This design comes from an exercise in tuning for small area and a short achievable clock period on the open sky130 flow, not from production work. At most, simulation tests tie the RTL to the original design; equivalence was not proved. For runs 1 and 5, only the layout was checked, not whether the RTL still works. Power is estimated from default activity; no workload was simulated.

**design.v**
```verilog
module RegistroCargaIn #(parameter KA = 6)
(
	input  logic          clk,
	input  logic          rst,
	input  logic [15:0]   R_d,
	input  logic [15:0]   Y_d,
	input  logic [KA-1:0] rem_d,
	input  logic [3:0]    op_d,
	input  logic          zz_d,
	input  logic          bb_d,
	output logic [15:0]   R_q,
	output logic [15:0]   Y_q,
	output logic [KA-1:0] rem_q,
	output logic [3:0]    op_q,
	output logic          zz_q,
	output logic          bb_q
);
	always @ (posedge clk or posedge rst)
		if (rst) begin
			R_q <= 0;
			Y_q <= 0;
			rem_q <= 0;
			op_q <= 0;
			zz_q <= 0;
			bb_q <= 0;
		end
		else begin
			R_q <= R_d;
			Y_q <= Y_d;
			rem_q <= rem_d;
			op_q <= op_d;
			zz_q <= zz_d;
			bb_q <= bb_d;
		end
endmodule
module RegistroCargaOut
(
	input  logic        clk,
	input  logic        rst,
	input  logic [15:0] res_d,
	input  logic [6:0]  segD_d,
	output logic [15:0] res_q,
	output logic [6:0]  segD_q
);
	always @ (posedge clk or posedge rst)
		if (rst) begin
			res_q <= 0;
			segD_q <= 0;
		end
		else begin
			res_q <= res_d;
			segD_q <= segD_d;
		end
endmodule
module bin2bcd
(
	input  logic [7:0] bin,
	input  logic       on,
	output logic [6:0] segA,
	output logic [6:0] segB
);
	function automatic logic [3:0] add3(input logic [3:0] d);
		add3[3] = d[3] | d[2] & (d[1] | d[0]);
		add3[2] = d[2] & ~d[1] & ~d[0] | d[3] & d[0];
		add3[1] = ~d[2] & d[1] | d[1] & d[0] | d[3] & ~d[0];
		add3[0] = ~d[3] & ~d[2] & d[0] | d[2] & d[1] & ~d[0] | d[3] & ~d[0];
	endfunction
	function automatic logic [6:0] seg7(input logic [3:0] d);
		seg7[6] = ~d[3] & ~d[2] & ~d[1] & d[0] | d[2] & ~d[1] & ~d[0];
		seg7[5] = d[2] & (d[1] ^ d[0]);
		seg7[4] = ~d[2] & d[1] & ~d[0];
		seg7[3] = ~d[3] & ~d[2] & ~d[1] & d[0] | d[2] & ~d[1] & ~d[0] | d[2] & d[1] & d[0];
		seg7[2] = d[0] | d[2] & ~d[1];
		seg7[1] = ~d[3] & ~d[2] & (d[1] | d[0]) | d[2] & d[1] & d[0];
		seg7[0] = ~d[3] & ~d[2] & ~d[1] | d[2] & d[1] & d[0];
	endfunction
	logic [3:0] u1, u2, u3, u4, u5, t6, t7;
	always_comb begin
		u1 = add3({1'b0, bin[7:5]});
		u2 = add3({u1[2:0], bin[4]});
		u3 = add3({u2[2:0], bin[3]});
		u4 = add3({u3[2:0], bin[2]});
		u5 = add3({u4[2:0], bin[1]});
		t6 = add3({1'b0, u1[3], u2[3], u3[3]});
		t7 = add3({t6[2:0], u4[3]});
		segA = on ? seg7({u5[2:0], bin[0]}) : 7'b0000000;
		segB = on ? seg7({t7[2:0], u5[3]}) : 7'b0000000;
	end
endmodule
module pSub #(parameter J = 16, parameter SK = 0)
(
	input  logic [J-1:0] t,
	input  logic [J-1:0] x,
	output logic [J-1:0] d,
	output logic         bout
);
	logic [J-1:0] G, P, Gn, Pn, bin;
	always_comb begin
		G = ~t & x;      
		P = ~t | x;      
		for (int l = 0; (1 << l) < J; l++) begin
			Gn = G;
			Pn = P;
			for (int i = 0; i < J; i++) begin
				if (SK == 0 && i >= (1 << l)) begin
					Gn[i] = G[i] | (P[i] & G[i - (1 << l)]);
					Pn[i] = P[i] & P[i - (1 << l)];
				end
				if (SK != 0 && ((i >> l) & 1)) begin
					Gn[i] = G[i] | (P[i] & G[((i >> l) << l) - 1]);
					Pn[i] = P[i] & P[((i >> l) << l) - 1];
				end
			end
			G = Gn;
			P = Pn;
		end
		bin  = {G[J-2:0], 1'b0};
		d    = (t ^ bin) ^ x;
		bout = G[J-1];
	end
endmodule
module divRow #(parameter J = 1, parameter SK = 0)
(
	input  logic [15:0] r,
	input  logic        b,
	input  logic [15:0] Y,
	output logic        q,
	output logic [15:0] ro
);
	logic [J-1:0] t, rn;
	logic [J:0]   d;
	logic         hz;
	generate
		if (J == 1) begin : g1
			assign t = b;
		end else begin : gn
			assign t = {r[J-2:0], b};
		end
		if (J == 16) begin : g16
			assign hz = 1'b1;
			assign ro = rn;
		end else begin : gl
			assign hz = ~|Y[15:J];
			assign ro = {{(16-J){1'b0}}, rn};
		end
		if (J == 1) begin : one
			assign d = {~t & Y[0], t ^ Y[0]};
		end else begin : sub
			pSub #(.J(J), .SK(SK)) s (.t(t), .x(Y[J-1:0]), .d(d[J-1:0]), .bout(d[J]));
		end
	endgenerate
	assign q  = hz & ~d[J];
	assign rn = q ? d[J-1:0] : t;
endmodule
module macRow #(parameter J = 9, parameter SK = 0)
(
	input  logic [15:0] r,
	input  logic        b,
	input  logic [15:0] Y,
	input  logic        m,
	output logic        q,
	output logic [15:0] ro,
	output logic        ov
);
	logic [J-1:0] t, x, rn;
	logic [J:0]   d;
	logic         hz;
	assign t = {r[J-2:0], b | m};
	assign x = Y[J-1:0] & {J{b | ~m}};
	pSub #(.J(J), .SK(SK)) s (.t(t), .x(x), .d(d[J-1:0]), .bout(d[J]));
	generate
		if (J == 16) begin : g16
			assign hz = 1'b1;
			assign ro = rn;
		end else begin : gl
			assign hz = ~|Y[15:J];
			assign ro = {{(16-J){1'b0}}, rn};
		end
	endgenerate
	assign q  = hz & ~d[J];
	assign rn = (m | q) ? d[J-1:0] : t;
	assign ov = m & (d[J] | b & ~hz);
endmodule
module aluFront #(parameter KA = 6)
(
	input  logic [15:0]   Z, Y,
	input  logic [3:0]    op,
	output logic [15:0]   R,
	output logic [15:0]   Yr,
	output logic [KA-1:0] rem,
	output logic          zz,
	output logic          bb
);
	logic [15:0]   rr [0:KA];
	logic [KA-1:0] qhi;
	logic          dm, mul, shl, shr, sw, big;
	logic [15:0]   zs, oh, msk, A;
	logic [7:0]    B;
	genvar g;
	assign rr[0] = 16'd0;
	generate
		for (g = 1; g <= KA; g++) begin : rows
			divRow #(.J(g)) row (.r(rr[g-1]), .b(Z[16-g]), .Y(Y), .q(qhi[KA-g]), .ro(rr[g]));
		end
	endgenerate
	always_comb begin
		dm  = (op == 4'b1111) | (op == 4'b1000);
		mul = (op == 4'b1110);
		shl = (op == 4'b0010);
		shr = (op == 4'b0001);
		rem = dm ? rr[KA][KA-1:0] : '0;
		for (int i = 0; i < 16; i++) zs[i] = shr ? Z[15-i] : Z[i];
		sw  = |Y[15:8];
		big = |Y[15:4];
		oh  = 16'd1 << Y[3:0];
		msk = 16'hFFFF >> Y[3:0];
		if (mul) begin
			A = sw ? Y : Z;
			B = sw ? Z[7:0] : Y[7:0];
		end else begin
			A = Y[3] ? oh : zs;
			B = big ? 8'd0 : (Y[3] ? zs[7:0] : oh[7:0]);
		end
		if (dm)                    R = {qhi, Z[15-KA:0]};
		else if (mul | shl | shr)  R = {8'd0, B};
		else                       R = Z;
		Yr = (mul | shl | shr) ? A : Y;
		if (shl | shr) zz = big | ((zs & msk) == 16'd0);
		else           zz = (Z == 16'd0) | (Y == 16'd0);
		bb = (|Z[15:8]) & sw;
	end
endmodule
module paramCalculator #(parameter KA = 6)
(
	input  logic [15:0]   R,
	input  logic [15:0]   Y,
	input  logic [KA-1:0] rem,
	input  logic [3:0]    op,
	input  logic          zz,
	input  logic          bb,
	output logic [15:0]   res,
	output logic [6:0]    segD
);
	logic [15:0]    rr [KA:16];
	logic [15-KA:0] qlo;
	logic [16:9]    ov;
	logic           mm;
	genvar g;
	assign mm = (op == 4'b1110) | (op == 4'b0010) | (op == 4'b0001);
	assign rr[KA] = {{(16-KA){1'b0}}, rem};
	generate
		for (g = KA + 1; g <= 8; g++) begin : rows
			divRow #(.J(g)) row (.r(rr[g-1]), .b(R[16-g]), .Y(Y), .q(qlo[16-g]), .ro(rr[g]));
		end
		for (g = 9; g <= 16; g++) begin : macs
			macRow #(.J(g)) row (.r(g == 9 ? rr[8] | {16{mm}} : rr[g-1]), .b(R[16-g]), .Y(Y), .m(mm),
				.q(qlo[16-g]), .ro(rr[g]), .ov(ov[g]));
		end
	endgenerate
	function automatic logic [16:0] radd(input logic [15:0] a, input logic [15:0] b, input logic ci);
		logic c;
		c = ci;
		for (int i = 0; i < 16; i++) begin
			radd[i] = a[i] ^ b[i] ^ c;
			c = (a[i] & b[i]) | (a[i] & c) | (b[i] & c);
		end
		radd[16] = c;
	endfunction
	function automatic logic gtr(input logic [15:0] a, input logic [15:0] b);
		logic c;
		c = 1'b0;
		for (int i = 0; i < 16; i++) c = (a[i] & ~b[i]) | (a[i] & c) | (~b[i] & c);
		gtr = c;
	endfunction
	logic        sub, gt, yz, ovf, fN, fZ, fC, fV;
	logic [16:0] s;
	logic [15:0] lg, acc;
	always_comb begin
		sub = op[0];
		gt  = gtr(R, Y);
		s   = radd(R, sub ? ~Y : Y, sub & gt);
		yz  = (Y == 16'd0);
		acc = ~rr[16];
		ovf = bb | (|ov);
		res = 16'd0;
		fN = 1'b0; fZ = 1'b0; fC = 1'b0; fV = 1'b0;
		lg = 16'd0;
		case (op)
			4'b1100: begin  
				if (s[16]) fC = 1'b1;
				else begin
					res = s[15:0];
					fZ = (s[15:0] == 16'd0);
				end
			end
			4'b1101: begin  
				if (gt) res = s[15:0];
				else begin
					res = ~s[15:0];
					fZ = (s[15:0] == 16'hFFFF);
					fN = ~fZ;
				end
			end
			4'b1110: begin  
				if (ovf) fC = 1'b1;
				else begin
					res = acc;
					fZ = zz;
				end
			end
			4'b1111: begin  
				if (yz) fV = 1'b1;
				else begin
					res = {R[15:16-KA], qlo};
					fZ = zz;
				end
			end
			4'b1000: begin  
				if (yz) fV = 1'b1;
				else begin
					res = rr[16];
					fZ = zz;
				end
			end
			4'b0010: begin  
				res = acc;
				fZ = zz;
			end
			4'b0001: begin  
				for (int i = 0; i < 16; i++) res[i] = acc[15-i];
				fZ = zz;
			end
			4'b1001, 4'b1010, 4'b1011: begin
				case (op[1:0])
					2'b01:   lg = R & Y;
					2'b10:   lg = R | Y;
					default: lg = R ^ Y;
				endcase
				res = lg;
				fZ = (lg == 16'd0);
			end
			default: ;
		endcase
		case ({fN, fZ, fC, fV})
			4'b1000: segD = 7'b1111110;
			4'b0100: segD = 7'b0010010;
			4'b0010: segD = 7'b1010101;
			4'b0001: segD = 7'b1000001;
			default: segD = 7'b1111111;
		endcase
	end
endmodule
module RegistroALU #(parameter N=16)
(
	clk, rst, Z_in, Y_in, mode_in, btn_change_in,
	segA_out, segB_out, segD_out, aritm_out_out
);
	localparam KA = 5;                
	input  logic clk;
	input  logic rst;
	input  logic [N-1:0] Z_in;
	input  logic [N-1:0] Y_in;
	input  logic [1:0] mode_in;
	input  logic [1:0] btn_change_in;
	output logic [6:0] segA_out;
	output logic [6:0] segB_out;
	output logic [6:0] segD_out;
	output logic [N-1:0] aritm_out_out;
	logic [15:0]   R_a, R_m, Y_a, Y_m;
	logic [KA-1:0] rem_a, rem_m;
	logic          zz_a, zz_m, bb_a, bb_m;
	logic [3:0]    op_m;
	logic [15:0]   res_b;
	logic [6:0]    segD_b;
	aluFront #(.KA(KA)) front (
		.Z(Z_in), .Y(Y_in), .op({btn_change_in, mode_in}),
		.R(R_a), .Yr(Y_a), .rem(rem_a), .zz(zz_a), .bb(bb_a));
	RegistroCargaIn #(.KA(KA)) registroIn (
		.clk(clk), .rst(rst),
		.R_d(R_a), .Y_d(Y_a), .rem_d(rem_a), .op_d({btn_change_in, mode_in}), .zz_d(zz_a), .bb_d(bb_a),
		.R_q(R_m), .Y_q(Y_m), .rem_q(rem_m), .op_q(op_m), .zz_q(zz_m), .bb_q(bb_m));
	paramCalculator #(.KA(KA)) alu (
		.R(R_m), .Y(Y_m), .rem(rem_m), .op(op_m), .zz(zz_m), .bb(bb_m),
		.res(res_b), .segD(segD_b));
	RegistroCargaOut registroOut (
		.clk(clk), .rst(rst), .res_d(res_b), .segD_d(segD_b),
		.res_q(aritm_out_out), .segD_q(segD_out));
	bin2bcd display (
		.bin(aritm_out_out[7:0]), .on(segD_out[6] | segD_out[4]),
		.segA(segA_out), .segB(segB_out));
endmodule
```
**flow/run.sh**
```bash
#!/bin/bash
# Standard layout, with repair_timing asked for more setup slack than the period needs.
set -euo pipefail
bash standard.sh SETUP_SLACK_MARGIN=38 finish > layout.log 2>&1
```
**standard.sh**
```bash
#!/bin/bash
# synth_recipe.tcl (not shown) runs the flow's synth.tcl, then flattens the netlist and writes it again
# the make line also repeats each setting of config.mk as NAME=value (left out here)
make -C /OpenROAD-flow-scripts/flow DESIGN_CONFIG=/design/flow/config.mk WORK_HOME=/design/flow/orfs CLKGATE_MAP_FILE= SYNTH_SCRIPT=/design/flow/synth_recipe.tcl "${@:-finish}"
```
**config.mk**
```make
export PLATFORM = sky130hd
export DESIGN_NAME = RegistroALU
export DESIGN_NICKNAME = RegistroALU
export VERILOG_FILES = /design/flow/design.v
export SDC_FILE = /design/flow/constraint.sdc
export NUM_CORES = 4
export LEC_CHECK = 0
export ABC_AREA = 1
export CAP_MARGIN = 20
export CORE_MARGIN = 2
export CORE_UTILIZATION = 40
export SLEW_MARGIN = 20
```
**constraint.sdc**
```tcl
create_clock -name core_clock -period 55.0 [get_ports {clk}]
set_input_delay 11.0000 -clock core_clock [delete_from_list [all_inputs] [get_ports {clk}]]
set_output_delay 11.0000 -clock core_clock [all_outputs]
set_load 0.01 [all_outputs]
```
==> notes.md, run 1 <==
Outcome:
- The run finished with no timing, DRC or antenna violations.

Placement:
- The placer's final routability congestion estimate is 0.982.
- The instance area at placement is 18600 um2.
- The number of buffers inserted by port buffering is 74.
- Summed over all nets, the half-perimeter wirelength after detailed placement is 50200 um.

Timing:
- The time the worst path needs with I/O delays and setup is 16.34 ns.
- Setup repair after global routing left no endpoint under its margin.
- At the pin with the least slew margin, the transition time is 1.10 ns.
- Derived from the worst setup path, the maximum achievable clock frequency is 0.0612 GHz.
- Across the routed clock network, the largest skew measured is 0.0164 ns.
- The max-slew violation count is 0.
- In the finished design, the share of the clock period the worst path needs comes to 0.297.
- The relative slew slack is 0.261.
- The final hold violation count is 0.
- Setup violations remaining at the end of the flow were counted as 0.
- Hold timing on the final database bottoms out at a slack of 0.765 ns.
- After routing, the total negative slack on setup checks comes to 0 ns.

Final layout:
- The multi-input combinational cells in the finished layout cover a total of 13700 um2.
- The sequential cells in the finished layout cover a total of 1630 um2.
- Of the cells placed in the final design, the portion with a size suffix greater than 1 is 0.104.
- The number of nets in the layout is 3371.
- The number of fill cells is 4909.
- The final standard cell area without fillers is 19300 um2.
- The growth of design area from synthesis to finish is 8.69%.
- The post-layout utilization of the core is 0.438.
- The final antenna diode count is 0.

Synthesis:
- The async set-reset flop share out of synthesis is 1.00.
- For this run, the register share of the synthesized area comes to 0.0917.
- The number of different library cells in the post-synthesis netlist is 72.
- The area of the mapped netlist is 17700 um2.
- Synthesis handed over a netlist of 3189 instances.
- Synthesis inferred 65 register bits.
- The number of warnings printed during yosys synthesis is 24.
- For this run, the leading register cell type out of synthesis is dfrtp_1.
- The number of flops mapped to enable cells by yosys is 0.
- The net count after synthesis is 3326.
- Each instance of the synthesized netlist takes up on average 5.56 um2.

Clock tree:
- The number of hold buffers added after CTS was 0.
- The number of clock sinks seen by CTS is 65.
- At the later pin of the worst-skew pair, clock insertion delay measures 0.34 ns.
- The H-tree level count is 3.
- No sink is reached through more buffers than the 2 on the longest clock path.
- After clock tree synthesis, the clock-pin slew on the worst setup and hold paths is 0.07 ns.
- TritonCTS built the clock tree.
- The clock root buffer master is clkbuf_16.
- The TritonCTS buffer count is 9.

Routing:
- In the final routed layout, each cell accounts on average for 16.2 um.
- The number of iterations in the first detailed-routing pass is 6.
- The detailed router finished its first iteration with 1680 violations.
- The total wirelength of the detailed-routed design is 61900 um.
- The via density per instance is 5.27.
- The detailed router placed 20178 vias in this run.
- The post-detailed-route count of antenna-violating nets is 0.
- The post-detailed-route DRC marker count is 0.

Die:
- The floorplan row count is 77.
- In this run the count of I/O pins placed on the die edge is 75.
- The chip height is 215 um.
- For this configuration, the core starts out at a cell density of 0.403.
- The width of the chip is 215 um.
- The die footprint is 46100 um2.
- The area of the core region is 44000 um2.

Setup path:
- The critical-path maximum fanout is 7.
- The worst register-to-register path has a depth of 109.
- The critical path contains buffers and inverters numbering 6 combined.
- The critical path's top delay family is simple AND/OR/NAND/NOR gates.
- The endpoint class of the critical path is a flop.
- The logic depth of the worst setup path including buffers is 34.
- The critical path is of the in2reg type.
- The startpoint kind of the worst setup timing path is a primary input.
- For the worst setup path, the data required time is 55.26 ns.
- In this design, the stage delay of the slowest critical-path cell is 0.45 ns.
- The register-to-register path setup slack is 39.37 ns.
- Data on the critical path arrives at its endpoint at 16.59 ns.
- The slowest cell on the critical path is or3_1.

Min path:
- The worst hold path was traced through 6 stages.
- The worst hold path belongs to the class reg2reg.

Power:
- The power density normalized to cell area is 39.4 nW/um2.
- Overall power consumption after layout is estimated at 0.000760 W.
- The leakage power total is 10.8 nW.
- The worst-case IR drop observed on VDD is 0.0000760 V.

Flow run:
- Across the run, the number of max-cap violations was 0.

Global route:
- The pin count of the biggest net entering global routing is 69.
- The number of global-route vias before repair came to 19154.
- Across every metal layer, demand over resource in global routing totals 0.263.
- After global routing the overflow that remains totals 0.
- The number of antenna violations at the first check in global routing is 1.
- The first global-routing pass estimated 98800 um of wire.
-- path summary, 6_finish.rpt --
kind,from,end
worst max-delay path,Y_in[15],registroIn.rem_q[1]$_DFF_PP0_
worst min-delay path,registroIn.bb_q$_DFF_PP0_,registroOut.segD_q[6]$_DFF_PP0_
worst max register to register,registroIn.Y_q[4]$_DFF_PP0_,registroOut.res_q[7]$_DFF_PP0_
worst min register to register,registroIn.bb_q$_DFF_PP0_,registroOut.segD_q[6]$_DFF_PP0_
max in group asynchronous,rst,registroIn.R_q[10]$_DFF_PP0_
min in group asynchronous,rst,registroOut.segD_q[6]$_DFF_PP0_
-- metal layers --
layer,vias to the layer above,wire length (um),GRT usage
met5,-,0,0
li1,10271,-,-
met4,0,2550,0.102
met2,568,28200,0.442
met3,139,3270,0.0305
met1,9200,27900,0.343
-- where the power goes --
group | switching, W | total [W] | internal [W]
Clock | 0.0000238 | 0.0000560 | 0.0000322
Sequential | 0.0000113 | 0.0000662 | 0.0000549
Combinational | 0.000412 | 0.000638 | 0.000226
Total | 0.000447 | 0.000760 | 0.000313
-- logic make-up after synthesis --
group | synth area share
xor gates and xnor gates | 0.0326
buffers and inverters | 0.147
adders and majority gates | 0.0821
DFF | 0.0917
muxes | 0.00120
and+or+nand+nor | 0.534
AOI/OAI and AO/OA | 0.112
-- cell usage in the layout (no fill, tap or decap), types with 63 or more instances in the layout --
master and instances:
nor2_1 316, dfrtp_1 63, o21ai_0 117, clkdlybuf4s50_1 74, nand3_1 324, nand2_2 118, inv_1 472, ha_1 70
a21oi_1 78, nand2_1 1023
-- flip-flops by register name, indices dropped and copies added, names as in the netlist --
| name | cells |
|---|---|
| registroIn.R_q | 16 |
| registroIn.Y_q | 16 |
| registroOut.res_q | 16 |
| registroOut.segD_q | 6 |
| registroIn.rem_q | 5 |
| registroIn.op_q | 4 |
| registroIn.bb_q | 1 |
| registroIn.zz_q | 1 |
-- per-stage QoR --
stage,cells,worst slack [ns]
floorplan,3189,38.94
global placement,3790,37.62
detailed placement,3790,37.38
CTS,3806,38.07
global route,3831,37.96
finish,3831,38.66
-- cells in the mapped netlist (all sizes together) (3+ instances only) --
library cell / count / share of area
nor2: 348 / 0.079
nand2: 1162 / 0.27
o221ai: 5 / 0.0025
o211ai: 12 / 0.0051
a21oi: 80 / 0.023
nor3: 12 / 0.0034
xor2: 47 / 0.023
a21boi: 5 / 0.0021
a31oi: 6 / 0.0021
ha: 70 / 0.049
o21ai: 146 / 0.043
a22oi: 4 / 0.0017
and2: 3 / 0.0011
o2111ai: 6 / 0.0030
or2: 13 / 0.0046
o22ai: 26 / 0.0095
nor4: 18 / 0.0063
nand3b: 46 / 0.022
o21bai: 4 / 0.0017
fa: 29 / 0.033
o31ai: 4 / 0.0017
buf: 30 / 0.019
nand3: 377 / 0.12
nand4: 64 / 0.025
clkinv: 11 / 0.0024
dfrtp: 65 / 0.092
o21a: 8 / 0.0035
a2bb2oi: 11 / 0.0054
a311oi: 5 / 0.0025
clkbuf: 50 / 0.022
xnor2: 19 / 0.0094
inv: 487 / 0.10
-- worst reg2reg max path, delay by kind of cell, from the launching register on --
kind	cells	cell delay, ns
compound gates	3	0.40
fa+ha+maj	4	1.85
buf+inv	11	1.69
simple gates	91	10.89
flops	1	0.69
-- cell type report --
cell class	instances	share of cell area
clock buffers	10	0.0124
clock inverters	6	0.00260
inverters	498	0.0976
multi-input cells	2547	0.710
flip-flops and latches	65	0.0845
well taps	592	0.0384
repair buffers	113	0.0545
-- timing repair --
| action | 4_1_cts | 5_1_grt |
|---|---|---|
| hold endpoints to repair | 0 | 0 |
| buffers inserted | 0 | 24 |
| pin swaps | 0 | 8 |
| endpoints found under the setup margin | 6 | 28 |
| cloned | 0 | 1 |
| gates resized for setup | 4 | 46 |
==> run 2: changes to the inputs <==
--- a/design.v
+++ b/design.v
@@ -94,11 +94,35 @@
 	output logic [J-1:0] d,
 	output logic         bout
 );
-	logic [J-1:0] G, P, Gn, Pn, bin;
+	logic [J-1:0] G, P, Gn, Pn, bin, g2, p2;
 	always_comb begin
 		G = ~t & x;      
 		P = ~t | x;      
-		for (int l = 0; (1 << l) < J; l++) begin
+		for (int i = 0; i < J; i++) begin
+			g2[i] = (i == 0) ? G[0] : G[i] | (P[i] & G[i-1]);
+			p2[i] = (i == 0) ? P[0] : P[i] & P[i-1];
+		end
+		if (SK == 2) begin
+			for (int i = 1; i < J; i += 2) begin
+				G[i] = G[i] | (P[i] & G[i-1]);
+				P[i] = P[i] & P[i-1];
+			end
+			for (int l = 1; (1 << l) < J; l++) begin
+				Gn = G;
+				Pn = P;
+				for (int i = 1; i < J; i += 2)
+					if (i >= (1 << l) + 1) begin
+						Gn[i] = G[i] | (P[i] & G[i - (1 << l)]);
+						Pn[i] = P[i] & P[i - (1 << l)];
+					end
+				G = Gn;
+				P = Pn;
+			end
+			for (int i = 2; i < J; i += 2) begin
+				G[i] = g2[i] | (p2[i] & G[i-2]);
+			end
+		end
+		else for (int l = 0; (1 << l) < J; l++) begin
 			Gn = G;
 			Pn = P;
 			for (int i = 0; i < J; i++) begin
@@ -119,7 +143,7 @@
 		bout = G[J-1];
 	end
 endmodule
-module divRow #(parameter J = 1, parameter SK = 0)
+module divRow #(parameter J = 1, parameter SK = 2)
 (
 	input  logic [15:0] r,
 	input  logic        b,
@@ -152,7 +176,7 @@
 	assign q  = hz & ~d[J];
 	assign rn = q ? d[J-1:0] : t;
 endmodule
-module macRow #(parameter J = 9, parameter SK = 0)
+module macRow #(parameter J = 9, parameter SK = 2)
 (
 	input  logic [15:0] r,
 	input  logic        b,
==> flow/run.sh (replaced) <==
#!/bin/bash
# Standard layout, with repair_timing asked for more setup slack than the period needs.
set -euo pipefail
bash standard.sh SETUP_SLACK_MARGIN=40 finish > layout.log 2>&1
==> notes.md, run 2 <==
Synthesis:
- The number of warnings printed during yosys synthesis is 24.
- By count the netlist is led by 815 x nand2_1, 384 x inv_1, 297 x nor2_1, 222 x nand3_1, 132 x o21ai_0.
- Synthesis handed over a netlist of 2768 instances.
- By area the synthesized netlist is led by nand2_1 20%, dfrtp_1 10%, inv_1 9.3%, nor2_1 7.2%, nand3_1 7.1%.
- The number of flops mapped to enable cells by yosys is 0.
- The dominant cell by count in the synthesized netlist is nand2_1.
- The async set-reset flop share out of synthesis is 1.00.
- Counting flops and latches in the post-synthesis netlist gives 65.
- The cell type with the highest aggregate area in the netlist is nand2_1.
- The average instance area after synthesis is 5.62 um2.
- The net count after synthesis is 2904.
- The number of different library cells in the post-synthesis netlist is 70.
- Of the synthesized area, sequential elements account for 0.105.
- The cell area that synthesis handed to floorplanning was 15600 um2.
- The share of synthesized area in the top cell type comes to 0.197.
- The predominant post-synthesis flop cell is dfrtp_1.

Routing:
- The first TritonRoute pass finished after 8 iterations.
- The post-detailed-route count of antenna-violating nets is 0.
- The average wire per cell in the routed design is 16.4 um.
- For this block, the initial DRC count from the detailed router was 1661.
- The post-detailed-route DRC marker count is 0.
- The via density per instance is 5.35.
- The total wirelength of the detailed-routed design is 57100 um.
- The detailed router placed 18637 vias in this run.

Die:
- The initial utilization of the core area, before any placement, comes to 0.404.
- The core region is 38500 um2.
- In this run the core area contains 72 standard-cell rows.
- The die footprint is 40500 um2.
- The die is 201 um tall.
- During I/O placement, the number of pins put on the boundary was 75.
- The width of the chip is 201 um.

Setup path:
- The endpoint class of the critical path is a flop.
- The critical path contains buffers and inverters numbering 30 combined.
- The critical path's top delay family is buffers and inverters.
- Data on the critical path is required at its endpoint by 55.24 ns.
- The critical-path maximum fanout is 2.
- Counting stages on the worst path, the most repeated cell is buf_4.
- STA classifies the critical path startpoint as a primary input.
- The most critical setup path has its startpoint at Y_in[14].
- The maximum cell stage delay along the critical path is 0.21 ns.
- The critical path in this run is classified as in2reg.
- The slowest stage of the critical path is the nor2_4 cell.
- The critical register-to-register path startpoint is registroIn.Y_q[9]$_DFF_PP0_.
- The end of the worst register-to-register path is registroOut.res_q[12]$_DFF_PP0_.
- The register-to-register path setup slack is 40.95 ns.
- At the worst endpoint, the arrival time is 15.68 ns.
- Counting cells, the worst reg-to-reg path comes to 110.

Timing:
- The relative slew slack is 0.265.
- The final sum of negative setup slack is 0 ns.
- The worst path needs 15.44 ns of the cycle, external delays included.
- Setup violations remaining at the end of the flow were counted as 0.
- The max-slew violation count came to 0.
- Of the available clock period, the critical path in the final layout requires 0.281.
- The clock tree skew after final layout is 0.0123 ns.
- Setup repair after global routing could not meet its margin everywhere.
- Static timing analysis puts the maximum clock frequency at 0.0648 GHz.
- Once routing completed, OpenROAD measured the worst setup slack at 39.56 ns.
- For the pin with the worst max-slew slack, the measured transition is 1.10 ns.
- The final hold violation count is 0.

Power:
- In this run the power spent charging and discharging nets is 0.000450 W.
- The internal power is 0.000361 W.
- Of the total power, registers draw 0.082.
- Of the total power, combinational logic draws 0.842.
- The maximum vdd ir drop is 0.0000476 V.
- The switching portion of total power is 0.555.
- The leakage power total is 10.2 nW.
- The power density normalized to cell area is 41.8 nW/um2.
- Of the total power, the clock network draws 0.076.

Placement:
- The number of buffers inserted by port buffering is 74.
- At the placement stage, the worst setup path has a slack of 38.37 ns.
- The total half-perimeter wirelength after legalization and detailed placement is 42700 um.
- The congestion estimate from routability-driven global placement came to 0.953.
- In this run, placement finished with an instance count of 3294.
- Once placement finished, the instance area stood at 16600 um2.

Final layout:
- The number of nets in the layout is 3099.
- After routing the design area is 19400 um2.
- In the layout the commonest cells are 747 x nand2_1, 366 x inv_1, 282 x nor2_1, 197 x nand3_1, 150 x buf_4.
- The number of fill cells is 3957.
- The share of layout cells above drive strength 1 is 0.210.
- The library cell used most frequently in the layout, excluding fill and tap cells, is nand2_1.
- The largest registers in the layout are registroIn.R_q: 16 flops, registroIn.Y_q: 16 flops, registroOut.res_q: 16 flops.
- The number of standard cells in the final layout excluding fillers is 3486.
- The number of antenna diodes in the final layout is 0.
- From synthesis to final layout, the design area changed by 24.7%.

Clock tree:
- TritonCTS built the clock tree.
- The cell sitting at the root of the clock tree is a clkbuf_16.
- After clock tree synthesis, the clock-pin slew on the worst setup and hold paths is 0.05 ns.
- The TritonCTS buffer count is 9.
- The H-tree level count is 3.
- Counting every sink on the clock net gives 65.
- The insertion delay of the later-clocked pin in the worst-skew pair is 0.34 ns.
- The longest clock path from root to sink contains 2 buffers.
- The number of hold buffers added after CTS was 0.

Min path:
- The startpoint of the worst hold path is registroIn.bb_q$_DFF_PP0_.
- The class of the tightest hold or removal check is reg2reg.
- The cell depth of the worst hold path is 6.
- The destination of the worst hold path is registroOut.segD_q[4]$_DFF_PP0_.

Global route:
- The overall track demand over capacity in global routing is 0.269.
- Entering global routing, the biggest net connects 66 pins.
- The number of global-route vias before repair is 16885.
- The first global-routing pass estimated 88300 um of wire.
- The total overflow left after global routing is 0.
- The number of antenna violations at the first check in global routing is 0.

Outcome:
- The flow ran to the end and the layout has no timing, DRC or antenna violations.

Flow run:
- The max-cap check violation count is 0.
run 2: cell count changes after synthesis, sizes merged, moves of 39 or more:
cell,before,now
nand2,1162,884
a21oi,80,121
nand3,377,238
o21ai,146,186
nor2,348,309
inv,487,435
run 2: worst reg2reg max path: cells and delay by family, from the launching register on:
kind / cells / cell delay (ns)
flops: 1 / 0.46
compound gates: 5 / 0.95
simple gates: 89 / 9.29
buf+inv: 11 / 1.45
xor+xnor: 1 / 0.27
fa+ha+maj: 4 / 1.50
run 2: kinds of logic after synthesis:
family | Yosys count | synth area share
and+or+nand+nor | 1549 | 0.440
buffers and inverters | 526 | 0.143
AOI/OAI and AO/OA | 434 | 0.166
adders and majority gates | 98 | 0.0924
xor gates and xnor gates | 95 | 0.0535
DFF | 65 | 0.105
muxes | 1 | 0.000644
run 2: what timing repair did:
action | in CTS | in global routing
setup endpoints to repair | 29 | 37
buffers inserted | 107 | 62
pin swaps | 30 | 70
cloned | 2 | 5
resized for setup | 92 | 265
endpoints found under the hold margin | 0 | 0
run 2: routing by layer:
metal / routed length [um] / track usage / vias up
li1: - / - / 9256
met1: 24900 / 0.357 / 8655
met2: 27200 / 0.456 / 597
met3: 3040 / 0.0266 / 129
met4: 2040 / 0.0885 / 0
met5: 0 / 0 / -
run 2: cell type report:
type,count,area (um2),share of cell area
clock buffers,11,243,0.0125
flip-flops and latches,65,1630,0.0841
clock inverters,5,78.8,0.00406
multi-input cells,2183,12800,0.659
repair buffers,256,2250,0.116
well taps,518,648,0.0334
inverters,448,1750,0.0904
run 2: worst max-delay path by stage:
stage	end	slack, ns	cells past startpoint
after global routing	registroIn.rem_q[3]$_DFF_PP0_	39.40	39
after global placement	registroIn.rem_q[4]$_DFF_PP0_	38.49	31
final	registroIn.R_q[15]$_DFF_PP0_	39.56	37
after CTS	registroIn.rem_q[4]$_DFF_PP0_	39.73	37
after floorplan	registroIn.rem_q[4]$_DFF_PP0_	39.87	33
after detailed placement	registroIn.rem_q[4]$_DFF_PP0_	38.37	34
run 2: per-stage QoR:
stage,hold WS (ns),utilization,power [W]
6_report,0.750,0.504,0.000811
2_1_floorplan,0.653,-,0.000498
3_3_place_gp,0.706,0.431,0.000657
4_1_cts,0.744,0.466,0.000740
3_5_place_dp,0.718,0.431,0.000661
5_1_grt,0.823,0.504,0.000890
run 2: power groups by stage:
stage                     registers, W  logic, W  clock network [W]
after floorplan              0.0000658  0.000433                  0
after global placement       0.0000670  0.000590                  0
after detailed placement     0.0000672  0.000594                  0
after CTS                    0.0000663  0.000611          0.0000627
after global routing         0.0000679  0.000756          0.0000653
final                        0.0000669  0.000683          0.0000615
==> run 3: changes to the inputs <==
==> flow/run.sh (replaced) <==
#!/bin/bash
# Standard layout, with repair_timing asked for more setup slack than the period needs.
set -euo pipefail
bash standard.sh SETUP_SLACK_MARGIN=39 finish > layout.log 2>&1
==> notes.md, run 3 <==
Outcome:
- The flow ran to the end and the layout has no timing, DRC or antenna violations.

Timing:
- The clock tree skew after final layout is 0.0138 ns.
- The relative slew slack is 0.296.
- The final hold violation count was 0.
- Derived from the worst setup path, the maximum achievable clock frequency is 0.0636 GHz.
- The final sum of negative setup slack is 0 ns.
- The worst path in the final design needs a cycle of 15.73 ns, including I/O delays and setup.
- The max-slew violation count came to 0.
- The actual transition at the worst max-transition pin is 1.05 ns.
- The share of the clock period used by the worst path after layout is 0.286.
- Setup repair after global routing could not meet its margin everywhere.
- Setup violations remaining at the end of the flow were counted as 0.

Global route:
- The total overflow left after global routing is 0.
- The first global-routing pass estimated 85400 um of wire.
- The number of antenna violations at the first check in global routing came to 0.
- The pin count of the biggest net entering global routing is 66.
- The number of global-route vias before repair came to 16460.
- The overall track demand over capacity in global routing is 0.259.

Flow run:
- Across the run, the number of max-cap violations was 0.

Die:
- The die footprint is 40500 um2.
- From bottom edge to top edge, the die measures 201 um.
- The floorplan row count is 72.
- The floorplan step set the die width to 201 um.
- In this run the standard cell core region covers 38500 um2.
- The effective utilization at floorplan is 0.404.
- The count of pins on the block boundary is 75.

Clock tree:
- Clock tree synthesis found a total of 65 sinks.
- The clock-pin slew on the worst setup and hold paths is 0.05 ns.
- The H-tree was split into 3 levels.
- The clock root buffer master is clkbuf_16.
- After clock tree synthesis, the flow added hold-fix buffers numbering 0.
- Clock tree synthesis inserted a total of 9 buffers.
- For the worst-skew pair, the clock arrives at the later sink with an insertion delay of 0.34 ns.
- TritonCTS built the clock tree.
- The maximum count of clock buffers along a single path is 2.

Synthesis:
- By count the netlist is led by 815 x nand2_1, 384 x inv_1, 297 x nor2_1, 222 x nand3_1, 132 x o21ai_0.
- The number of flops mapped to enable cells by yosys is 0.
- By instance count, the leading cell after synthesis is nand2_1.
- Synthesis produced a netlist whose cell count is 2768.
- By area the synthesized netlist is led by nand2_1 20%, dfrtp_1 10%, inv_1 9.3%, nor2_1 7.2%, nand3_1 7.1%.
- The cell type with the highest aggregate area in the netlist is nand2_1.
- The mapped netlist covers 15600 um2.
- The most used flip-flop cell after synthesis is dfrtp_1.
- The synthesis-stage register bit count is 65.
- The average instance area after synthesis is 5.62 um2.
- Counting flops with an async set or reset pin after synthesis yields a share of 1.00.
- The proportion of netlist area held by the largest area contributor is 0.197.
- The portion of the post-synthesis area used by sequential elements is 0.105.
- Counting every net in the synthesized netlist gives 2904.
- The number of warnings printed during yosys synthesis is 24.
- After synthesis, the netlist uses 70 different library cells.

Placement:
- Routability-driven placement finished with a final weighted congestion of 0.931.
- The number of cells in the design after placement is 3292.
- The number of buffers inserted by port buffering is 74.
- Once detailed placement completed, the half-perimeter wirelength came to 42600 um.

Power:
- The leakage power total is 9.47 nW.
- Summing internal, switching and leakage power gives 0.000756 W.
- The power density normalized to cell area is 42.8 nW/um2.
- The maximum vdd ir drop is 0.0000542 V.

Routing:
- The first routing iteration left 1412 violations.
- The post-detailed-route count of antenna-violating nets is 0.
- The post-detailed-route DRC marker count is 0.
- Detailed routing placed a total of 3200 um of wire on met3.
- For this block, wires on met1 add up to 24000 um.
- After detailed routing, the number of vias per cell comes to 5.33.
- After detailed routing, the average wire length per cell comes to 16.1 um.
- For this block, the routed nets add up to 54000 um of wire.
- The highest metal layer carrying signal wires in the routed design is met4.
- The total length of routed met2 wires is 25200 um.
- The number of iterations in the first detailed-routing pass is 7.
- The routed layout has 17901 vias.

Setup path:
- The slowest cell on the critical path is clkdlybuf4s50_1.
- Of all nets on the critical path, the largest fanout is 5.
- The maximum cell stage delay along the critical path is 0.43 ns.
- The logic depth of the worst setup path including buffers is 35.
- The signal arrival time at the worst endpoint is 15.94 ns.
- The worst setup path category is in2reg.
- STA classifies the critical path endpoint as a flop.
- The critical path's top delay family is simple AND/OR/NAND/NOR gates.
- The number of cells on the worst reg-to-reg path is 124.
- At the worst endpoint, the required time is 55.21 ns.
- The startpoint kind of the worst setup timing path is a primary input.
- Counting both buffers and inverters, the worst setup path holds a total of 3.

Final layout:
- The largest registers in the layout are registroIn.R_q: 16 flops, registroIn.Y_q: 16 flops, registroOut.res_q: 16 flops.
- The growth of design area from synthesis to finish is 13.5%.
- In the layout the commonest cells are 793 x nand2_1, 376 x inv_1, 290 x nor2_1, 210 x nand3_1, 119 x o21ai_0.
- In the final layout, the share of cells above drive strength 1 is 0.126.
- The repair_antennas step left the layout with diodes totalling 0.
- The number of nets in the layout is 2972.
- The number of fill cells is 4193.
- The number of standard cells in the final layout excluding fillers is 3359.
- The library cell used most frequently in the layout, excluding fill and tap cells, is nand2_1.

Min path:
- The cell depth of the worst hold path is 6.
- The worst hold path belongs to the class reg2reg.
[run 3: worst register-to-register path: cells and delay by family (launching register included)]
kind,cells,cell delay (ns)
flops,1,0.54
compound gates,10,1.50
simple gates,93,8.99
buf+inv,17,1.87
fa+ha+maj,4,1.77
[run 3: kinds of logic after synthesis]
| logic type | synth area share |
|---|---|
| mux | 0.000644 |
| fa+ha+maj | 0.0924 |
| simple gates | 0.440 |
| buf+inv | 0.143 |
| compound gates | 0.166 |
| xor+xnor | 0.0535 |
| flops | 0.105 |
[run 3: stage by stage]
step,worst slack (ns),hold slack [ns],instance area (um2),util
floorplan,39.24,0.653,15600,-
global placement,37.55,0.707,16500,0.429
detailed placement,37.46,0.720,16500,0.429
CTS,39.00,0.747,17000,0.442
global route,38.86,0.798,17600,0.459
finish,39.27,0.748,17600,0.459
[run 3: layer usage]
layer / GRT usage / vias up
met4: 0.0785 / 0
met5: 0 / -
met3: 0.0314 / 95
met1: 0.343 / 8240
li1: - / 9011
met2: 0.440 / 555
[run 3: path summary, 6_finish.rpt]
path,slack [ns],from,endpoint
max in group asynchronous,43.16,rst,registroIn.Y_q[3]$_DFF_PP0_
max reg2reg,40.25,registroIn.Y_q[7]$_DFF_PP0_,registroOut.res_q[0]$_DFF_PP0_
min reg2reg,0.75,registroIn.bb_q$_DFF_PP0_,registroOut.segD_q[4]$_DFF_PP0_
min in group asynchronous,11.20,rst,registroOut.res_q[11]$_DFF_PP0_
min,0.75,registroIn.bb_q$_DFF_PP0_,registroOut.segD_q[4]$_DFF_PP0_
max,39.27,Y_in[9],registroIn.rem_q[4]$_DFF_PP0_
[run 3: where the power goes]
| part | switching (W) | internal, W |
|---|---|---|
| clock network | 0.0000211 | 0.0000410 |
| registers | 0.0000110 | 0.0000558 |
| logic | 0.000392 | 0.000235 |
[run 3: cell type report]
type,count,area [um2],share of cell area
tap,518,648,0.0367
multi-input combinational,2179,12100,0.688
clock inverter,6,91.3,0.00518
sequential,65,1630,0.0924
inverter,448,1710,0.0969
clock buffer,10,239,0.0135
timing repair buffer,133,1190,0.0677
[run 3: repair_timing]
item	in CTS	in global routing
endpoints found under the hold margin	0	0
resized for setup	33	97
endpoints found under the setup margin	28	28
buffers inserted	11	37
cloned	0	3
pin swaps	11	26
==> run 4: changes to the inputs <==
==> flow/run.sh (replaced) <==
#!/bin/bash
# Standard layout, with repair_timing asked for more setup slack than the period needs.
set -euo pipefail
bash standard.sh SETUP_SLACK_MARGIN=38 finish > layout.log 2>&1
==> notes.md, run 4 <==
Global route:
- The number of antenna violations at the first check in global routing is 0.
- In the global route stage, overall resource usage came out at 0.257.
- Entering global routing, the biggest net connects 66 pins.
- The first-pass GRT wire length is 85000 um.
- The leftover overflow at the end of global routing is 0.
- The number of global-route vias before repair is 16329.

Placement:
- The number of buffers inserted by port buffering is 74.
- The placer's final routability congestion estimate is 0.931.
- Including well taps, the total number of placed cells is 3292.
- In this run the cell area measured after placement is 16500 um2.
- Detailed placement finished with a half-perimeter wire length of 42600 um.

Power:
- After layout, the design draws a total of 0.000744 W.
- The leakage power total is 9.27 nW.
- For this design the ratio of total power to cell area is 43.4 nW/um2.
- IR analysis of the VDD net gives a maximum drop of 0.0000542 V.

Flow run:
- Across the run, the number of max-cap violations was 0.

Timing:
- The final hold violation count is 0.
- The clock tree skew after final layout is 0.0119 ns.
- The actual transition at the worst max-transition pin is 1.07 ns.
- Setup repair after global routing left no endpoint under its margin.
- Derived from the worst setup path, the maximum achievable clock frequency is 0.0607 GHz.
- The tightest hold path in the finished design has a slack of 0.749 ns.
- In this run the tightest slew margin relative to its limit is 0.283.
- The total of endpoints with negative setup slack in the final report is 0.
- In the finished design, the share of the clock period the worst path needs comes to 0.300.
- Counting I/O delays and the setup requirement, the final critical path takes 16.48 ns.
- The max-slew violation count is 0.
- Summed over all failing endpoints, the final setup total negative slack is 0 ns.

Synthesis:
- For this run, the leading register cell type out of synthesis is dfrtp_1.
- The synthesized netlist occupies a cell area of 15600 um2.
- A synthesized cell averages 5.62 um2.
- The biggest area contributor in the post-synthesis netlist is nand2_1.
- Of the post-synthesis cell area, the dominant cell type holds 0.197.
- In the post-synthesis netlist, the biggest area contributors are nand2_1 20%, dfrtp_1 10%, inv_1 9.3%, nor2_1 7.2%, nand3_1 7.1%.
- Yosys mapped a number of flops with a built-in enable equal to 0.
- After synthesis the netlist holds a flip-flop and latch count of 65.
- The async set-reset flop share out of synthesis is 1.00.
- The portion of the post-synthesis area used by sequential elements is 0.105.
- The synthesized netlist contains 70 unique library cells.
- In the synthesized netlist, the cells that appear most often are 815 x nand2_1, 384 x inv_1, 297 x nor2_1, 222 x nand3_1, 132 x o21ai_0.
- The synthesized instance count is 2768.
- For this run, the number of Yosys warnings is 24.
- The dominant cell by count in the synthesized netlist is nand2_1.
- Synthesis produced a netlist with a net count of 2904.

Clock tree:
- The insertion delay of the later-clocked pin in the worst-skew pair is 0.34 ns.
- The clock root buffer master is clkbuf_16.
- After clock tree synthesis, the flow added hold-fix buffers numbering 0.
- The TritonCTS buffer count is 9.
- The number of clock sinks seen by CTS is 65.
- The H-tree level count is 3.
- The clock-pin slew on the worst setup and hold paths is 0.05 ns.
- TritonCTS built the clock tree.
- The maximum count of clock buffers along a single path is 2.

Die:
- After floorplanning, the core was divided into 72 placement rows.
- The chip height is 201 um.
- The region available for standard cell placement spans 38500 um2.
- The count of pins on the block boundary is 75.
- The floorplan step set the die width to 201 um.
- The effective utilization at floorplan is 0.404.
- The die covers 40500 um2.

Final layout:
- The share of layout cells above drive strength 1 is 0.0967.
- Leaving out fill and tap cells, the most frequent cells in the layout are 813 x nand2_1, 381 x inv_1, 292 x nor2_1, 216 x nand3_1, 128 x o21ai_0.
- With fillers left out, the area of the finished cells amounts to 17100 um2.
- After the last flow step, the layout net total stands at 2945.
- The growth of design area from synthesis to finish is 10.2%.
- In the final layout, the registers with the most flip-flops are registroIn.R_q: 16 flops, registroIn.Y_q: 16 flops, registroOut.res_q: 16 flops.
- Leaving out fill and tap cells, the most frequent cell in the layout is nand2_1.
- The number of standard cells in the final layout excluding fillers is 3332.
- The final antenna diode count is 0.

Min path:
- The startpoint of the worst hold path is registroIn.bb_q$_DFF_PP0_.
- The path class of the tightest hold or removal check is reg2reg.

Setup path:
- The worst setup path is launched from a primary input.
- In this run the worst setup path begins at Y_in[8].
- The slowest stage of the critical path is the clkdlybuf4s50_1 cell.
- Of all nets on the critical path, the largest fanout is 9.
- For the worst setup path, the data required time is 55.20 ns.
- The critical register-to-register path startpoint is registroIn.Y_q[4]$_DFF_PP0_.
- The signal arrival time at the worst endpoint is 16.68 ns.
- STA classifies the critical path endpoint as a flop.
- The worst setup path is of the in2reg kind.
- For this run, the slowest stage of the critical path takes 0.45 ns.
- Counting stages on the worst path, the most repeated cell is nand2_1.

Routing:
- The first routing iteration left 1433 violations.
- The average wire per cell in the routed design is 16.0 um.
- For this run, design rule violations remaining after detail routing come to 0.
- The detail route stage leaves a number of antenna-violating nets equal to 0.
- Before antenna repair, the detailed router went through 6 iterations.
- The via density per instance is 5.31.
- For this block, the via count after detailed routing is 17690.
- For this block, the routed nets add up to 53300 um of wire.

Outcome:
- The flow ran to the end and the layout has no timing, DRC or antenna violations.
## run 4: worst paths after layout
kind	endpoint	slack, ns	cells after the start
max	registroIn.rem_q[3]$_DFF_PP0_	38.52	34
min	registroOut.segD_q[4]$_DFF_PP0_	0.75	6
max reg2reg	registroOut.res_q[8]$_DFF_PP0_	39.63	128
min reg2reg	registroOut.segD_q[4]$_DFF_PP0_	0.75	6
max in group asynchronous	registroIn.Y_q[0]$_DFF_PP0_	43.16	3
min in group asynchronous	registroOut.res_q[11]$_DFF_PP0_	11.20	3
## run 4: per-stage QoR
stage,util,worst slack [ns]
final,0.446,38.52
after global routing,0.446,37.98
after CTS,0.437,38.02
after detailed placement,0.429,37.46
after global placement,0.429,37.55
after floorplan,-,39.24
## run 4: cell families after synthesis
kind of cell	after synthesis	synth area share
AND/OR/NAND/NOR	1549	0.440
flip-flops	65	0.105
adder cells (fa/ha/maj)	98	0.0924
multiplexers	1	0.000644
AO/OA/AOI/OAI	434	0.166
XOR/XNOR	95	0.0535
buffers and inverters	526	0.143
## run 4: cell type report
cell class                      count  area (um2)
Fill cell                        4225       21300
Multi-Input combinational cell   2178       11900
Inverter                          448        1700
Sequential cell                    65        1630
Timing Repair Buffer              107         988
Tap cell                          518         648
Clock buffer                       10         239
Clock inverter                      6        91.3
## run 4: layer usage
| layer | routed length, um | track usage | vias to the layer above |
|---|---|---|---|
| li1 | - | - | 8946 |
| met2 | 24900 | 0.438 | 530 |
| met4 | 1370 | 0.0727 | 0 |
| met3 | 3220 | 0.0313 | 89 |
| met5 | 0 | 0 | - |
| met1 | 23800 | 0.343 | 8125 |
## run 4: worst max-delay path: cells and delay by family
family	cells	cell delay, ns
simple gates	19	2.52
compound gates	8	1.38
buf+inv	5	0.94
fa+ha+maj	2	0.84
## run 4: power by group
| group | internal, W | total (W) | switching [W] |
|---|---|---|---|
| clock | 0.0000410 | 0.0000618 | 0.0000208 |
| combinational | 0.000230 | 0.000615 | 0.000385 |
| sequential | 0.0000558 | 0.0000669 | 0.0000111 |
## run 4: what timing repair did
| action | CTS | global route |
|---|---|---|
| setup endpoints to repair | 6 | 28 |
| cloned | 0 | 1 |
| buffers inserted | 0 | 23 |
| resized for setup | 2 | 32 |
| pin swaps | 0 | 6 |
| hold endpoints to repair | 0 | 0 |
==> run 5: changes to the inputs <==
--- a/design.v
+++ b/design.v
@@ -104,7 +104,8 @@
 		end
 		if (SK == 2) begin
 			for (int i = 1; i < J; i += 2) begin
-				G[i] = G[i] | (P[i] & G[i-1]);
+				if (i == 1) G[i] = G[i] | ((P[i] & ~t[0]) & x[0]);
+				else        G[i] = G[i] | (P[i] & G[i-1]);
 				P[i] = P[i] & P[i-1];
 			end
 			for (int l = 1; (1 << l) < J; l++) begin
@@ -379,7 +380,7 @@
 	clk, rst, Z_in, Y_in, mode_in, btn_change_in,
 	segA_out, segB_out, segD_out, aritm_out_out
 );
-	localparam KA = 5;                
+	localparam KA = 4;                
 	input  logic clk;
 	input  logic rst;
 	input  logic [N-1:0] Z_in;
==> flow/run.sh (replaced) <==
#!/bin/bash
# Standard layout, with repair_timing asked for more setup slack than the period needs.
set -euo pipefail
bash standard.sh SETUP_SLACK_MARGIN=40 finish > layout.log 2>&1
==> notes.md, run 5 <==
Min path:
- The worst hold path begins at registroIn.bb_q$_DFF_PP0_.
- The min-delay analysis places its worst path in the category reg2reg.
- The cell depth of the worst hold path is 6.

Synthesis:
- The cell type with the highest aggregate area in the netlist is nand2_1.
- In this run the cell area of the synthesized design comes to 17600 um2.
- The number of different library cells in the post-synthesis netlist is 84.
- After synthesis, the mean cell area works out to 6.24 um2.
- The synthesized design contains 0 enable-type register cells.
- Yosys attributes the largest share of cell area to nand2_1 14%, dfrtp_1 9.1%, inv_1 8.0%, nand2_2 5.9%, nand3_1 5.8%.
- The dominant cell by count in the synthesized netlist is nand2_1.
- During synthesis, Yosys emitted a total of 24 warnings.
- Of the synthesized area, sequential elements account for 0.0912.
- After synthesis, the most frequently instantiated cells are 666 x nand2_1, 373 x inv_1, 273 x nor2_1, 205 x nand3_1, 166 x nand2_2.
- For this run, the leading register cell type out of synthesis is dfrtp_1.
- The synthesized design contains 64 register bits.
- The synthesized instance count is 2814.
- In the synthesized netlist the async set-or-reset flop fraction comes to 1.00.
- The proportion of netlist area held by the largest area contributor is 0.142.
- The number of nets in the synthesized netlist is 2938.

Placement:
- During placement, the flow inserted port buffers numbering 74.
- The instance area at placement is 18400 um2.
- After detailed placement, the design holds a cell count of 3408.
- The worst setup slack before clock tree synthesis is 39.23 ns.
- The placer's final routability congestion estimate is 0.942.
- Detailed placement finished with a half-perimeter wire length of 46000 um.

Clock tree:
- After clock tree synthesis, the clock-pin slew on the worst setup and hold paths is 0.06 ns.
- Clock tree synthesis inserted a total of 9 buffers.
- The tree built by TritonCTS fans out to 64 sinks.
- For this design, the CTS-stage hold fixing added 0 buffers.
- TritonCTS built the clock tree.
- The H-tree level count is 3.
- At the later pin of the worst-skew pair, clock insertion delay measures 0.34 ns.
- Counting along the longest clock path gives a buffer depth of 2.
- Clock tree synthesis selected as its root buffer the cell clkbuf_16.

Setup path:
- The critical path launch point is registroOut.res_q[7]$_DFF_PP0_.
- The worst setup path category is reg2out.
- The required time of the critical path is 44.00 ns.
- The number of cells on the worst reg-to-reg path is 130.
- For the worst setup path, the data arrival time is 3.78 ns.
- The worst setup path is captured at an output pin.
- The signal on the critical path passes through inv_1 -> nor3_4 -> inv_1 -> nor2_1 -> a21oi_2 -> nor2_1 -> inv_1 -> a21oi_2 -> nor2_1 -> inv_1 -> nor2_1 -> nor3_2 -> inv_1 -> a221oi_4 -> nand2_1 -> a21o_1 -> nor2_1 -> clkdlybuf4s50_1.
- The critical register-to-register path startpoint is registroIn.Y_q[0]$_DFF_PP0_.
- The critical-path maximum fanout is 5.
- On the worst path, the slowest cell contributes a delay of 0.55 ns.
- Among all stages on the critical path, the largest delay is contributed by clkdlybuf4s50_1.
- The worst setup path is launched from a flop.

Global route:
- The pin count of the biggest net entering global routing is 65.
- The number of global-route vias before repair was 17041.
- The first global-routing pass estimated 91500 um of wire.
- The leftover overflow at the end of global routing is 0.
- In the global route stage, overall resource usage came out at 0.252.
- The number of antenna violations at the first check in global routing is 0.

Final layout:
- Once layout is done, the placed cells without fillers occupy 20500 um2.
- The multi-input gate area in the final layout is 14200 um2.
- The commonest non-fill, non-tap cell in the layout is nand2_1.
- The number of fill cells is 4489.
- Relative to the synthesized area, the layout overhead comes to 16.9%.
- The share of layout cells above drive strength 1 is 0.254.
- The largest registers in the layout are registroIn.R_q: 16 flops, registroIn.Y_q: 16 flops, registroOut.res_q: 16 flops.
- The number of standard cells in the final layout excluding fillers is 3553.
- The number of antenna diodes in the final layout is 0.
- The sequential cell area is 1620 um2.
- The top cell types in the final layout, fill and taps aside, are 648 x nand2_1, 371 x inv_1, 263 x nor2_1, 180 x nand3_1, 177 x nand2_2.
- At the end of the flow, the number of nets in the layout was 3088.

Routing:
- Summed over all layers, the routed wires come to 59500 um.
- The average wire per cell in the routed design is 16.7 um.
- The number of design-rule violations left by the first detailed-router iteration is 1613.
- For this block, the via count after detailed routing is 18753.
- The post-detailed-route count of antenna-violating nets is 0.
- The first detailed-routing pass took 6 iterations.
- The post-detailed-route DRC marker count is 0.
- Dividing the detail-routed via count by the number of cells gives 5.28.

Flow run:
- Across the run, the number of max-cap violations was 0.

Timing:
- The final hold violation count is 0.
- The worst pin sits at a relative slew slack of 0.194.
- The time the worst path needs with I/O delays and setup is 14.78 ns.
- The max-slew violation count is 0.
- Setup repair after global routing could not meet its margin everywhere.
- Setup violations remaining at the end of the flow were counted as 0.
- Static timing analysis puts the maximum clock frequency at 0.0677 GHz.
- For the final routed database, the setup TNS stands at 0 ns.
- The worst path meets setup with 40.22 ns of slack.
- On the final layout, the worst clock skew is 0.0124 ns.
- The actual transition at the worst max-transition pin is 1.21 ns.
- In the finished design, the share of the clock period the worst path needs comes to 0.269.

Die:
- The effective utilization at floorplan is 0.407.
- The count of pins on the block boundary is 75.
- The width of the chip is 214 um.
- The core region is 43200 um2.
- The floorplan row count is 76.
- The die footprint is 45600 um2.
- The floorplan step set the die height to 214 um.

Power:
- The maximum vdd ir drop is 0.0000925 V.
- The proportion of power drawn by flip-flops and latches is 0.073.
- The share of total power dissipated in combinational logic is 0.862.
- The switching power summed over all nets is 0.000515 W.
- The power density normalized to cell area is 44.6 nW/um2.
- Cell internal power was estimated by the tool at 0.000399 W.
- For this design the static power due to leakage is 10.6 nW.
- The part of the power in the clock network is 0.065.
- The switching portion of total power is 0.563.

Outcome:
- The flow ran to the end and the layout has no timing, DRC or antenna violations.
## run 5: power groups by stage
stage	combinational [W]	sequential, W	clock [W]
2_1_floorplan	0.000533	0.0000657	0
3_3_place_gp	0.000692	0.0000670	0
3_5_place_dp	0.000699	0.0000673	0
4_1_cts	0.000711	0.0000666	0.0000605
5_1_grt	0.000862	0.0000684	0.0000627
6_report	0.000788	0.0000672	0.0000593
## run 5: area by class of cell
| type | instances | share of cell area |
|---|---|---|
| multi-input combinational | 2248 | 0.693 |
| timing repair buffer | 205 | 0.0905 |
| inverter | 436 | 0.0871 |
| sequential | 64 | 0.0791 |
| tap | 585 | 0.0357 |
| clock buffer | 13 | 0.0132 |
| clock inverter | 2 | 0.00183 |
## run 5: critical path: cells and delay by family, from the launching register on
kind | cells | cell delay, ns
AOI/OAI and AO/OA | 4 | 0.84
buffers and inverters | 6 | 1.05
DFF | 1 | 0.43
and+or+nand+nor | 8 | 1.11
## run 5: cells by family (layout without fill, tap and decap cells)
group	after synthesis	after routing	share of synthesized area
flops	64	64	0.0912
mux	1	1	0.000570
simple gates	1614	1625	0.483
buf+inv	513	656	0.140
fa+ha+maj	86	86	0.0681
compound gates	418	418	0.158
xor+xnor	118	118	0.0606
## run 5: what timing repair did
item / CTS / global route
gates cloned: 1 / 10
resized for setup: 14 / 175
pin swaps: 1 / 40
buffers inserted: 1 / 118
setup endpoints to repair: 33 / 41
## run 5: metrics by stage
step | power [W] | hold slack (ns) | util
global route | 0.000993 | 0.817 | 0.475
detailed placement | 0.000766 | 0.727 | 0.426
global placement | 0.000759 | 0.725 | 0.426
CTS | 0.000838 | 0.752 | 0.436
finish | 0.000915 | 0.747 | 0.475
floorplan | 0.000599 | 0.648 | -
## run 5: final timing paths
kind,endpoint,slack [ns]
worst max-delay path,segA_out[6],40.22
worst min-delay path,registroOut.segD_q[4]$_DFF_PP0_,0.75
worst max register to register,registroOut.res_q[11]$_DFF_PP0_,40.98
worst min register to register,registroOut.segD_q[4]$_DFF_PP0_,0.75
max in group asynchronous,registroIn.Y_q[2]$_DFF_PP0_,43.14
min in group asynchronous,registroOut.segD_q[5]$_DFF_PP0_,11.23
## run 5: per-layer routing
metal,share of wire,global-route usage,vias up
met5,0,0,-
met4,0.027,0.0745,0
met3,0.055,0.0331,93
met1,0.45,0.340,8724
li1,-,-,9364
met2,0.47,0.420,572

==> re-timing with driven ports <==
The results above use ideal ports. As a check the final layouts listed here were re-extracted and re-timed, cells and wires unchanged.
Step 1 sets driving cells, clkbuf_16 on the clock port and buf_2 on the other inputs (assumed; they add their load-dependent delay and slew).
Step 2 also shifts input and output timing later by t, the mid clock arrival at the registers, as if the neighbouring blocks saw the same clock.
a / b / c = ideal / step 1 / step 2; a / b = the first two.
run	t (ns)	slack for setup (ns)	worst slew at a driven data input, ns
run 1	0.368	38.662 / 38.679 / 38.311	0.05
run 2	0.380	39.557 / 39.557 / 39.177	0.05
run 3	0.381	39.270 / 39.289 / 38.908	0.04
run 4	0.378	38.520 / 38.543 / 38.165	0.03
run 5	0.367	40.219 / 40.180 / 40.109	0.04
After both steps setup and hold are still met in every run listed. The setup slack of run 2, which loses most, moves by 0.000 ns with the drivers and by -0.380 ns with both steps.
